Context: an optimization exercise on an open-source flow, tuned for small area. The choices shown serve that exercise and are no tape-out recipe.
Function not checked in this run: the RTL went through the layout flow alone.
Power and IR drop assume default switching activity.

**flow/design.v**
```verilog
module adder_tree (
    input           clk,
    input           rst_n,
    input  [127:0]  s_axis_din_data,
    input           s_axis_din_valid,
    output          s_axis_din_ready,
    output [11:0]   m_axis_dout_data,
    output          m_axis_dout_valid,
    input           m_axis_dout_ready
);
    reg  vld;
    wire ld = ~vld | m_axis_dout_ready;
    assign s_axis_din_ready  = ld;
    assign m_axis_dout_valid = vld;
    always @(posedge clk)
        if (~rst_n) vld <= 1'b0;
        else if (ld) vld <= s_axis_din_valid;
    wire s1;
    wire c2;
    wire s3;
    wire c4;
    wire s5;
    wire c6;
    wire s7;
    wire c8;
    wire s9;
    wire c10;
    wire s11;
    wire c12;
    wire s13;
    wire c14;
    wire s15;
    wire c16;
    wire s17;
    wire c18;
    wire s19;
    wire c20;
    wire s21;
    wire c22;
    wire s23;
    wire c24;
    wire s25;
    wire c26;
    wire s27;
    wire c28;
    wire s29;
    wire c30;
    wire s31;
    wire c32;
    wire s33;
    wire c34;
    wire s35;
    wire c36;
    wire s37;
    wire c38;
    wire s39;
    wire c40;
    wire s41;
    wire c42;
    wire s43;
    wire c44;
    wire s45;
    wire c46;
    wire s47;
    wire c48;
    wire s49;
    wire c50;
    wire s51;
    wire c52;
    wire s53;
    wire c54;
    wire s55;
    wire c56;
    wire s57;
    wire c58;
    wire s59;
    wire c60;
    wire s61;
    wire c62;
    wire s63;
    wire c64;
    wire s65;
    wire c66;
    wire s67;
    wire c68;
    wire s69;
    wire c70;
    wire s71;
    wire c72;
    wire s73;
    wire c74;
    wire s75;
    wire c76;
    wire s77;
    wire c78;
    wire s79;
    wire c80;
    wire s81;
    wire c82;
    wire s83;
    wire c84;
    wire s85;
    wire c86;
    wire s87;
    wire c88;
    wire s89;
    wire c90;
    wire s91;
    wire c92;
    wire s93;
    wire c94;
    wire s95;
    wire c96;
    wire s97;
    wire c98;
    wire s99;
    wire c100;
    wire s101;
    wire c102;
    wire s103;
    wire c104;
    wire s105;
    wire c106;
    wire s107;
    wire c108;
    wire s109;
    wire c110;
    wire s111;
    wire c112;
    wire s113;
    wire c114;
    wire s115;
    wire c116;
    wire s117;
    wire c118;
    wire s119;
    wire c120;
    wire s121;
    wire c122;
    wire s123;
    wire c124;
    wire s125;
    wire c126;
    wire s127;
    wire c128;
    wire s129;
    wire c130;
    wire s131;
    wire c132;
    wire s133;
    wire c134;
    wire s135;
    wire c136;
    wire s137;
    wire c138;
    wire s139;
    wire c140;
    wire s141;
    wire c142;
    wire s143;
    wire c144;
    wire s145;
    wire c146;
    wire s147;
    wire c148;
    wire s149;
    wire c150;
    wire s151;
    wire c152;
    wire s153;
    wire c154;
    wire s155;
    wire c156;
    wire s157;
    wire c158;
    wire s159;
    wire c160;
    wire s161;
    wire c162;
    wire s163;
    wire c164;
    wire s165;
    wire c166;
    wire s167;
    wire c168;
    wire s169;
    wire c170;
    wire s171;
    wire c172;
    wire s173;
    wire c174;
    wire s175;
    wire c176;
    wire s177;
    wire c178;
    wire s179;
    wire c180;
    wire n181;
    wire s182;
    wire c183;
    wire s184;
    wire c185;
    wire s186;
    wire c187;
    wire n188;
    wire s189;
    wire c190;
    wire n191;
    wire s192;
    wire c193;
    wire n194;
    wire s195;
    wire c196;
    wire s197;
    wire c198;
    wire s199;
    wire c200;
    wire s201;
    wire c202;
    wire n203;
    wire s204;
    wire c205;
    wire s206;
    wire c207;
    wire s208;
    wire c209;
    wire n210;
    wire s211;
    wire c212;
    wire n213;
    wire s214;
    wire c215;
    wire s216;
    wire c217;
    wire s218;
    wire c219;
    wire s220;
    wire c221;
    wire s222;
    wire c223;
    wire s224;
    wire c225;
    wire s226;
    wire c227;
    wire n228;
    wire s229;
    wire c230;
    reg q0_0;
    reg q1_0;
    reg q2_0;
    reg q2_1;
    reg q3_0;
    reg q3_1;
    reg q3_2;
    reg q4_0;
    reg q4_1;
    reg q4_2;
    reg q5_0;
    reg q5_1;
    reg q5_2;
    reg q6_0;
    reg q6_1;
    reg q6_2;
    reg q7_0;
    reg q7_1;
    reg q7_2;
    reg q8_0;
    reg q8_1;
    reg q8_2;
    reg q9_0;
    reg q9_1;
    reg q9_2;
    reg q10_0;
    always @(posedge clk)
        if (ld) begin
            q0_0 <= s15;
            q1_0 <= s39;
            q2_0 <= c40;
            q2_1 <= s65;
            q3_0 <= s89;
            q3_1 <= c66;
            q3_2 <= s91;
            q4_0 <= s115;
            q4_1 <= c92;
            q4_2 <= s117;
            q5_0 <= s141;
            q5_1 <= c118;
            q5_2 <= s143;
            q6_0 <= s167;
            q6_1 <= c144;
            q6_2 <= s169;
            q7_0 <= s197;
            q7_1 <= c170;
            q7_2 <= s199;
            q8_0 <= s208;
            q8_1 <= c200;
            q8_2 <= s211;
            q9_0 <= c209;
            q9_1 <= s214;
            q9_2 <= c212;
            q10_0 <= c215;
        end
    adder_tree_fa u_s1 (.a(s_axis_din_data[0]), .b(s_axis_din_data[8]), .ci(s_axis_din_data[16]), .s(s1), .co(c2));
    adder_tree_fa u_s3 (.a(s_axis_din_data[24]), .b(s_axis_din_data[32]), .ci(s_axis_din_data[40]), .s(s3), .co(c4));
    adder_tree_fa u_s5 (.a(s_axis_din_data[48]), .b(s_axis_din_data[56]), .ci(s_axis_din_data[64]), .s(s5), .co(c6));
    adder_tree_fa u_s7 (.a(s_axis_din_data[72]), .b(s_axis_din_data[80]), .ci(s_axis_din_data[88]), .s(s7), .co(c8));
    adder_tree_fa u_s9 (.a(s_axis_din_data[96]), .b(s_axis_din_data[104]), .ci(s_axis_din_data[112]), .s(s9), .co(c10));
    adder_tree_fa u_s11 (.a(s_axis_din_data[120]), .b(s1), .ci(s3), .s(s11), .co(c12));
    adder_tree_fa u_s13 (.a(s5), .b(s7), .ci(s9), .s(s13), .co(c14));
    adder_tree_ha u_s15 (.a(s11), .b(s13), .s(s15), .co(c16));
    adder_tree_fa u_s17 (.a(s_axis_din_data[1]), .b(s_axis_din_data[9]), .ci(s_axis_din_data[17]), .s(s17), .co(c18));
    adder_tree_fa u_s19 (.a(s_axis_din_data[25]), .b(s_axis_din_data[33]), .ci(s_axis_din_data[41]), .s(s19), .co(c20));
    adder_tree_fa u_s21 (.a(s_axis_din_data[49]), .b(s_axis_din_data[57]), .ci(s_axis_din_data[65]), .s(s21), .co(c22));
    adder_tree_fa u_s23 (.a(s_axis_din_data[73]), .b(s_axis_din_data[81]), .ci(s_axis_din_data[89]), .s(s23), .co(c24));
    adder_tree_fa u_s25 (.a(s_axis_din_data[97]), .b(s_axis_din_data[105]), .ci(s_axis_din_data[113]), .s(s25), .co(c26));
    adder_tree_fa u_s27 (.a(s_axis_din_data[121]), .b(c2), .ci(c4), .s(s27), .co(c28));
    adder_tree_fa u_s29 (.a(c6), .b(c8), .ci(c10), .s(s29), .co(c30));
    adder_tree_fa u_s31 (.a(s17), .b(s19), .ci(s21), .s(s31), .co(c32));
    adder_tree_fa u_s33 (.a(s23), .b(s25), .ci(c12), .s(s33), .co(c34));
    adder_tree_fa u_s35 (.a(s27), .b(c14), .ci(s29), .s(s35), .co(c36));
    adder_tree_fa u_s37 (.a(s31), .b(c16), .ci(s33), .s(s37), .co(c38));
    adder_tree_ha u_s39 (.a(s35), .b(s37), .s(s39), .co(c40));
    adder_tree_fa u_s41 (.a(s_axis_din_data[2]), .b(s_axis_din_data[10]), .ci(s_axis_din_data[18]), .s(s41), .co(c42));
    adder_tree_fa u_s43 (.a(s_axis_din_data[26]), .b(s_axis_din_data[34]), .ci(s_axis_din_data[42]), .s(s43), .co(c44));
    adder_tree_fa u_s45 (.a(s_axis_din_data[50]), .b(s_axis_din_data[58]), .ci(s_axis_din_data[66]), .s(s45), .co(c46));
    adder_tree_fa u_s47 (.a(s_axis_din_data[74]), .b(s_axis_din_data[82]), .ci(s_axis_din_data[90]), .s(s47), .co(c48));
    adder_tree_fa u_s49 (.a(s_axis_din_data[98]), .b(s_axis_din_data[106]), .ci(s_axis_din_data[114]), .s(s49), .co(c50));
    adder_tree_fa u_s51 (.a(s_axis_din_data[122]), .b(c18), .ci(c20), .s(s51), .co(c52));
    adder_tree_fa u_s53 (.a(c22), .b(c24), .ci(c26), .s(s53), .co(c54));
    adder_tree_fa u_s55 (.a(s41), .b(s43), .ci(s45), .s(s55), .co(c56));
    adder_tree_fa u_s57 (.a(s47), .b(s49), .ci(c28), .s(s57), .co(c58));
    adder_tree_fa u_s59 (.a(c30), .b(s51), .ci(c32), .s(s59), .co(c60));
    adder_tree_fa u_s61 (.a(s53), .b(s55), .ci(s57), .s(s61), .co(c62));
    adder_tree_fa u_s63 (.a(c34), .b(c36), .ci(s59), .s(s63), .co(c64));
    adder_tree_fa u_s65 (.a(s61), .b(c38), .ci(s63), .s(s65), .co(c66));
    adder_tree_fa u_s67 (.a(s_axis_din_data[3]), .b(s_axis_din_data[11]), .ci(s_axis_din_data[19]), .s(s67), .co(c68));
    adder_tree_fa u_s69 (.a(s_axis_din_data[27]), .b(s_axis_din_data[35]), .ci(s_axis_din_data[43]), .s(s69), .co(c70));
    adder_tree_fa u_s71 (.a(s_axis_din_data[51]), .b(s_axis_din_data[59]), .ci(s_axis_din_data[67]), .s(s71), .co(c72));
    adder_tree_fa u_s73 (.a(s_axis_din_data[75]), .b(s_axis_din_data[83]), .ci(s_axis_din_data[91]), .s(s73), .co(c74));
    adder_tree_fa u_s75 (.a(s_axis_din_data[99]), .b(s_axis_din_data[107]), .ci(s_axis_din_data[115]), .s(s75), .co(c76));
    adder_tree_fa u_s77 (.a(s_axis_din_data[123]), .b(c42), .ci(c44), .s(s77), .co(c78));
    adder_tree_fa u_s79 (.a(c46), .b(c48), .ci(c50), .s(s79), .co(c80));
    adder_tree_fa u_s81 (.a(s67), .b(s69), .ci(s71), .s(s81), .co(c82));
    adder_tree_fa u_s83 (.a(s73), .b(s75), .ci(c52), .s(s83), .co(c84));
    adder_tree_fa u_s85 (.a(c54), .b(s77), .ci(c56), .s(s85), .co(c86));
    adder_tree_fa u_s87 (.a(s79), .b(s81), .ci(c58), .s(s87), .co(c88));
    adder_tree_fa u_s89 (.a(s83), .b(c60), .ci(s85), .s(s89), .co(c90));
    adder_tree_fa u_s91 (.a(c62), .b(s87), .ci(c64), .s(s91), .co(c92));
    adder_tree_fa u_s93 (.a(s_axis_din_data[4]), .b(s_axis_din_data[12]), .ci(s_axis_din_data[20]), .s(s93), .co(c94));
    adder_tree_fa u_s95 (.a(s_axis_din_data[28]), .b(s_axis_din_data[36]), .ci(s_axis_din_data[44]), .s(s95), .co(c96));
    adder_tree_fa u_s97 (.a(s_axis_din_data[52]), .b(s_axis_din_data[60]), .ci(s_axis_din_data[68]), .s(s97), .co(c98));
    adder_tree_fa u_s99 (.a(s_axis_din_data[76]), .b(s_axis_din_data[84]), .ci(s_axis_din_data[92]), .s(s99), .co(c100));
    adder_tree_fa u_s101 (.a(s_axis_din_data[100]), .b(s_axis_din_data[108]), .ci(s_axis_din_data[116]), .s(s101), .co(c102));
    adder_tree_fa u_s103 (.a(s_axis_din_data[124]), .b(c68), .ci(c70), .s(s103), .co(c104));
    adder_tree_fa u_s105 (.a(c72), .b(c74), .ci(c76), .s(s105), .co(c106));
    adder_tree_fa u_s107 (.a(s93), .b(s95), .ci(s97), .s(s107), .co(c108));
    adder_tree_fa u_s109 (.a(s99), .b(s101), .ci(c78), .s(s109), .co(c110));
    adder_tree_fa u_s111 (.a(c80), .b(s103), .ci(c82), .s(s111), .co(c112));
    adder_tree_fa u_s113 (.a(s105), .b(s107), .ci(c84), .s(s113), .co(c114));
    adder_tree_fa u_s115 (.a(s109), .b(c86), .ci(s111), .s(s115), .co(c116));
    adder_tree_fa u_s117 (.a(c88), .b(s113), .ci(c90), .s(s117), .co(c118));
    adder_tree_fa u_s119 (.a(s_axis_din_data[5]), .b(s_axis_din_data[13]), .ci(s_axis_din_data[21]), .s(s119), .co(c120));
    adder_tree_fa u_s121 (.a(s_axis_din_data[29]), .b(s_axis_din_data[37]), .ci(s_axis_din_data[45]), .s(s121), .co(c122));
    adder_tree_fa u_s123 (.a(s_axis_din_data[53]), .b(s_axis_din_data[61]), .ci(s_axis_din_data[69]), .s(s123), .co(c124));
    adder_tree_fa u_s125 (.a(s_axis_din_data[77]), .b(s_axis_din_data[85]), .ci(s_axis_din_data[93]), .s(s125), .co(c126));
    adder_tree_fa u_s127 (.a(s_axis_din_data[101]), .b(s_axis_din_data[109]), .ci(s_axis_din_data[117]), .s(s127), .co(c128));
    adder_tree_fa u_s129 (.a(s_axis_din_data[125]), .b(c94), .ci(c96), .s(s129), .co(c130));
    adder_tree_fa u_s131 (.a(c98), .b(c100), .ci(c102), .s(s131), .co(c132));
    adder_tree_fa u_s133 (.a(s119), .b(s121), .ci(s123), .s(s133), .co(c134));
    adder_tree_fa u_s135 (.a(s125), .b(s127), .ci(c104), .s(s135), .co(c136));
    adder_tree_fa u_s137 (.a(c106), .b(s129), .ci(c108), .s(s137), .co(c138));
    adder_tree_fa u_s139 (.a(s131), .b(s133), .ci(c110), .s(s139), .co(c140));
    adder_tree_fa u_s141 (.a(s135), .b(c112), .ci(s137), .s(s141), .co(c142));
    adder_tree_fa u_s143 (.a(c114), .b(s139), .ci(c116), .s(s143), .co(c144));
    adder_tree_fa u_s145 (.a(s_axis_din_data[6]), .b(s_axis_din_data[14]), .ci(s_axis_din_data[22]), .s(s145), .co(c146));
    adder_tree_fa u_s147 (.a(s_axis_din_data[30]), .b(s_axis_din_data[38]), .ci(s_axis_din_data[46]), .s(s147), .co(c148));
    adder_tree_fa u_s149 (.a(s_axis_din_data[54]), .b(s_axis_din_data[62]), .ci(s_axis_din_data[70]), .s(s149), .co(c150));
    adder_tree_fa u_s151 (.a(s_axis_din_data[78]), .b(s_axis_din_data[86]), .ci(s_axis_din_data[94]), .s(s151), .co(c152));
    adder_tree_fa u_s153 (.a(s_axis_din_data[102]), .b(s_axis_din_data[110]), .ci(s_axis_din_data[118]), .s(s153), .co(c154));
    adder_tree_fa u_s155 (.a(s_axis_din_data[126]), .b(c120), .ci(c122), .s(s155), .co(c156));
    adder_tree_fa u_s157 (.a(c124), .b(c126), .ci(c128), .s(s157), .co(c158));
    adder_tree_fa u_s159 (.a(s145), .b(s147), .ci(s149), .s(s159), .co(c160));
    adder_tree_fa u_s161 (.a(s151), .b(s153), .ci(c130), .s(s161), .co(c162));
    adder_tree_fa u_s163 (.a(c132), .b(s155), .ci(c134), .s(s163), .co(c164));
    adder_tree_fa u_s165 (.a(s157), .b(s159), .ci(c136), .s(s165), .co(c166));
    adder_tree_fa u_s167 (.a(s161), .b(c138), .ci(s163), .s(s167), .co(c168));
    adder_tree_fa u_s169 (.a(c140), .b(s165), .ci(c142), .s(s169), .co(c170));
    adder_tree_fa u_s171 (.a(s_axis_din_data[7]), .b(s_axis_din_data[15]), .ci(s_axis_din_data[23]), .s(s171), .co(c172));
    adder_tree_fa u_s173 (.a(s_axis_din_data[31]), .b(s_axis_din_data[39]), .ci(s_axis_din_data[47]), .s(s173), .co(c174));
    adder_tree_fa u_s175 (.a(s_axis_din_data[55]), .b(s_axis_din_data[63]), .ci(s_axis_din_data[71]), .s(s175), .co(c176));
    adder_tree_fa u_s177 (.a(s_axis_din_data[79]), .b(s_axis_din_data[87]), .ci(s_axis_din_data[95]), .s(s177), .co(c178));
    adder_tree_fa u_s179 (.a(s_axis_din_data[103]), .b(s_axis_din_data[111]), .ci(s_axis_din_data[119]), .s(s179), .co(c180));
    assign n181 = ~s_axis_din_data[127];
    adder_tree_fa u_s182 (.a(n181), .b(c146), .ci(c148), .s(s182), .co(c183));
    adder_tree_fa u_s184 (.a(c150), .b(c152), .ci(c154), .s(s184), .co(c185));
    adder_tree_fa u_s186 (.a(s171), .b(s173), .ci(s175), .s(s186), .co(c187));
    assign n188 = ~s177;
    adder_tree_fa u_s189 (.a(n188), .b(c156), .ci(c158), .s(s189), .co(c190));
    assign n191 = ~s179;
    adder_tree_fa u_s192 (.a(n191), .b(s182), .ci(c160), .s(s192), .co(c193));
    assign n194 = ~s186;
    adder_tree_fa u_s195 (.a(s184), .b(n194), .ci(c162), .s(s195), .co(c196));
    adder_tree_fa u_s197 (.a(c164), .b(s189), .ci(s192), .s(s197), .co(c198));
    adder_tree_fa u_s199 (.a(c166), .b(s195), .ci(c168), .s(s199), .co(c200));
    adder_tree_fa u_s201 (.a(c172), .b(c174), .ci(c176), .s(s201), .co(c202));
    assign n203 = ~c178;
    adder_tree_fa u_s204 (.a(n203), .b(c183), .ci(c185), .s(s204), .co(c205));
    adder_tree_fa u_s206 (.a(c180), .b(c187), .ci(s201), .s(s206), .co(c207));
    adder_tree_fa u_s208 (.a(c190), .b(c193), .ci(s204), .s(s208), .co(c209));
    assign n210 = ~s206;
    adder_tree_fa u_s211 (.a(n210), .b(c196), .ci(c198), .s(s211), .co(c212));
    assign n213 = ~c205;
    adder_tree_fa u_s214 (.a(c202), .b(n213), .ci(c207), .s(s214), .co(c215));
    adder_tree_fa u_s216 (.a(q3_0), .b(q3_1), .ci(q3_2), .s(s216), .co(c217));
    adder_tree_fa u_s218 (.a(q4_0), .b(q4_1), .ci(q4_2), .s(s218), .co(c219));
    adder_tree_fa u_s220 (.a(q5_0), .b(q5_1), .ci(q5_2), .s(s220), .co(c221));
    adder_tree_fa u_s222 (.a(q6_0), .b(q6_1), .ci(q6_2), .s(s222), .co(c223));
    adder_tree_fa u_s224 (.a(q7_0), .b(q7_1), .ci(q7_2), .s(s224), .co(c225));
    adder_tree_fa u_s226 (.a(q8_0), .b(q8_1), .ci(q8_2), .s(s226), .co(c227));
    assign n228 = ~q9_1;
    adder_tree_fa u_s229 (.a(q9_0), .b(n228), .ci(q9_2), .s(s229), .co(c230));
    wire [11:0] ra = {1'b0, ~q10_0, c227, c225, c223, c221, c219, c217, s216, q2_0, q1_0, q0_0};
    wire [11:0] rb = {1'b0, c230, s229, s226, s224, s222, s220, s218, 1'b0, q2_1, 1'b0, 1'b0};
    assign m_axis_dout_data = (ra + rb) ^ 12'h800;
endmodule
module adder_tree_fa (input a, input b, input ci, output s, output co);
    assign s  = a ^ b ^ ci;
    assign co = (a & b) | (a & ci) | (b & ci);
endmodule
module adder_tree_ha (input a, input b, output s, output co);
    assign s  = a ^ b;
    assign co = a & b;
endmodule
```
**flow/run.sh**
```bash
#!/bin/bash
# synth_recipe.tcl (not shown) runs the flow's synth.tcl, then flattens the netlist and writes it again
# the make line also repeats each setting of config.mk as NAME=value (left out here)
make -C /OpenROAD-flow-scripts/flow DESIGN_CONFIG=/design/flow/config.mk WORK_HOME=/design/flow/orfs CLKGATE_MAP_FILE= SYNTH_SCRIPT=/design/flow/synth_recipe.tcl finish
```
**flow/config.mk**
```make
export PLATFORM = sky130hd
export DESIGN_NAME = adder_tree
export DESIGN_NICKNAME = adder_tree
export VERILOG_FILES = /design/flow/design.v
export SDC_FILE = /design/flow/constraint.sdc
export NUM_CORES = 4
export LEC_CHECK = 0
export ABC_AREA = 1
export CAP_MARGIN = 20
export CORE_MARGIN = 2
export CORE_UTILIZATION = 65
export CTS_BUF_LIST = sky130_fd_sc_hd__clkbuf_4
export SETUP_SLACK_MARGIN = 0.05
export SLEW_MARGIN = 20
export SYNTH_HIERARCHICAL = 1
export SYNTH_MINIMUM_KEEP_SIZE = 0
```
**flow/constraint.sdc**
```tcl
create_clock -name core_clock -period 3.7 [get_ports {clk}]
set_input_delay 0.7400 -clock core_clock [delete_from_list [all_inputs] [get_ports {clk}]]
set_output_delay 0.7400 -clock core_clock [all_outputs]
set_load 0.01 [all_outputs]
```
==> out/results.ini <==
[synthesis]
syn_inst=236
synthXorXnorAreaFrac_pct=0.9922
synthMuxAreaShare_pct=0
synth_fp_nets=488
avgSynthCellArea_sq_um=14.96
yosysSeqAreaShare_pct=22.68
synth-adder-area-share_pct=65.70
ys_ff_latch=27
synth_top_family_by_area=adder cells
synth_area_sq_um=3531
synth_compound_area_share_pct=1.559
yosys.area_share.simple_pct=5.670
ys_types=18
ys_warn_count=7

[die]
die_w_microns=77.71
initial_core_util_pct=68.26
die_h_microns=77.71
num_rows=26
ios=146

[run_status]
status=did not finish
error_message=Error: detail_place.tcl, 38 bad optional access
haltStage=detailed placement (3_5_place_dp)

[place]
place_congestion=0.8236
io_buffers=145

## modules after synthesis, one instance, submodules excluded
module,flops+latches,copies in the design
adder_tree_fa,0,109
adder_tree_ha,0,2
adder_tree,27,1
## how the worst max path moves through the flow
stage,start,depth (start not counted),end
3_3_place_gp,s_axis_din_data[0],6,q2_1
2_1_floorplan,s_axis_din_data[1],5,q2_1
## kinds of logic after synthesis
kind of cell	Yosys count
adder cells (fa/ha/maj)	120
AND/OR/NAND/NOR	48
buffers and inverters	30
flip-flops	27
AO/OA/AOI/OAI	7
XOR/XNOR	4
## cell usage after synthesis
library cell / number / area share, %
a21boi_0: 1 / 0.21
a21oi_1: 4 / 0.57
a21oi_2: 1 / 0.25
buf_4: 2 / 0.43
clkinv_1: 1 / 0.11
dfxtp_1: 1 / 0.57
edfxtp_1: 26 / 22
fa_1: 109 / 62
ha_1: 11 / 3.9
inv_1: 25 / 2.7
inv_2: 2 / 0.21
nand2_1: 30 / 3.2
nand2_2: 4 / 0.71
nand3_1: 8 / 1.1
nor2_1: 6 / 0.64
o21bai_4: 1 / 0.53
xnor2_1: 1 / 0.25
xor2_1: 3 / 0.74
## power groups by stage
stage,registers [mW],logic (mW),clock network [mW]
3_3_place_gp,0.678,3.13,0
2_1_floorplan,0.669,2.02,0
## through the flow
step                    setup slack (ns)  setup TNS [ns]  hold slack (ns)
after floorplan                   0.4055               0           0.8814
after global placement          -0.09293         -0.3261           0.8208
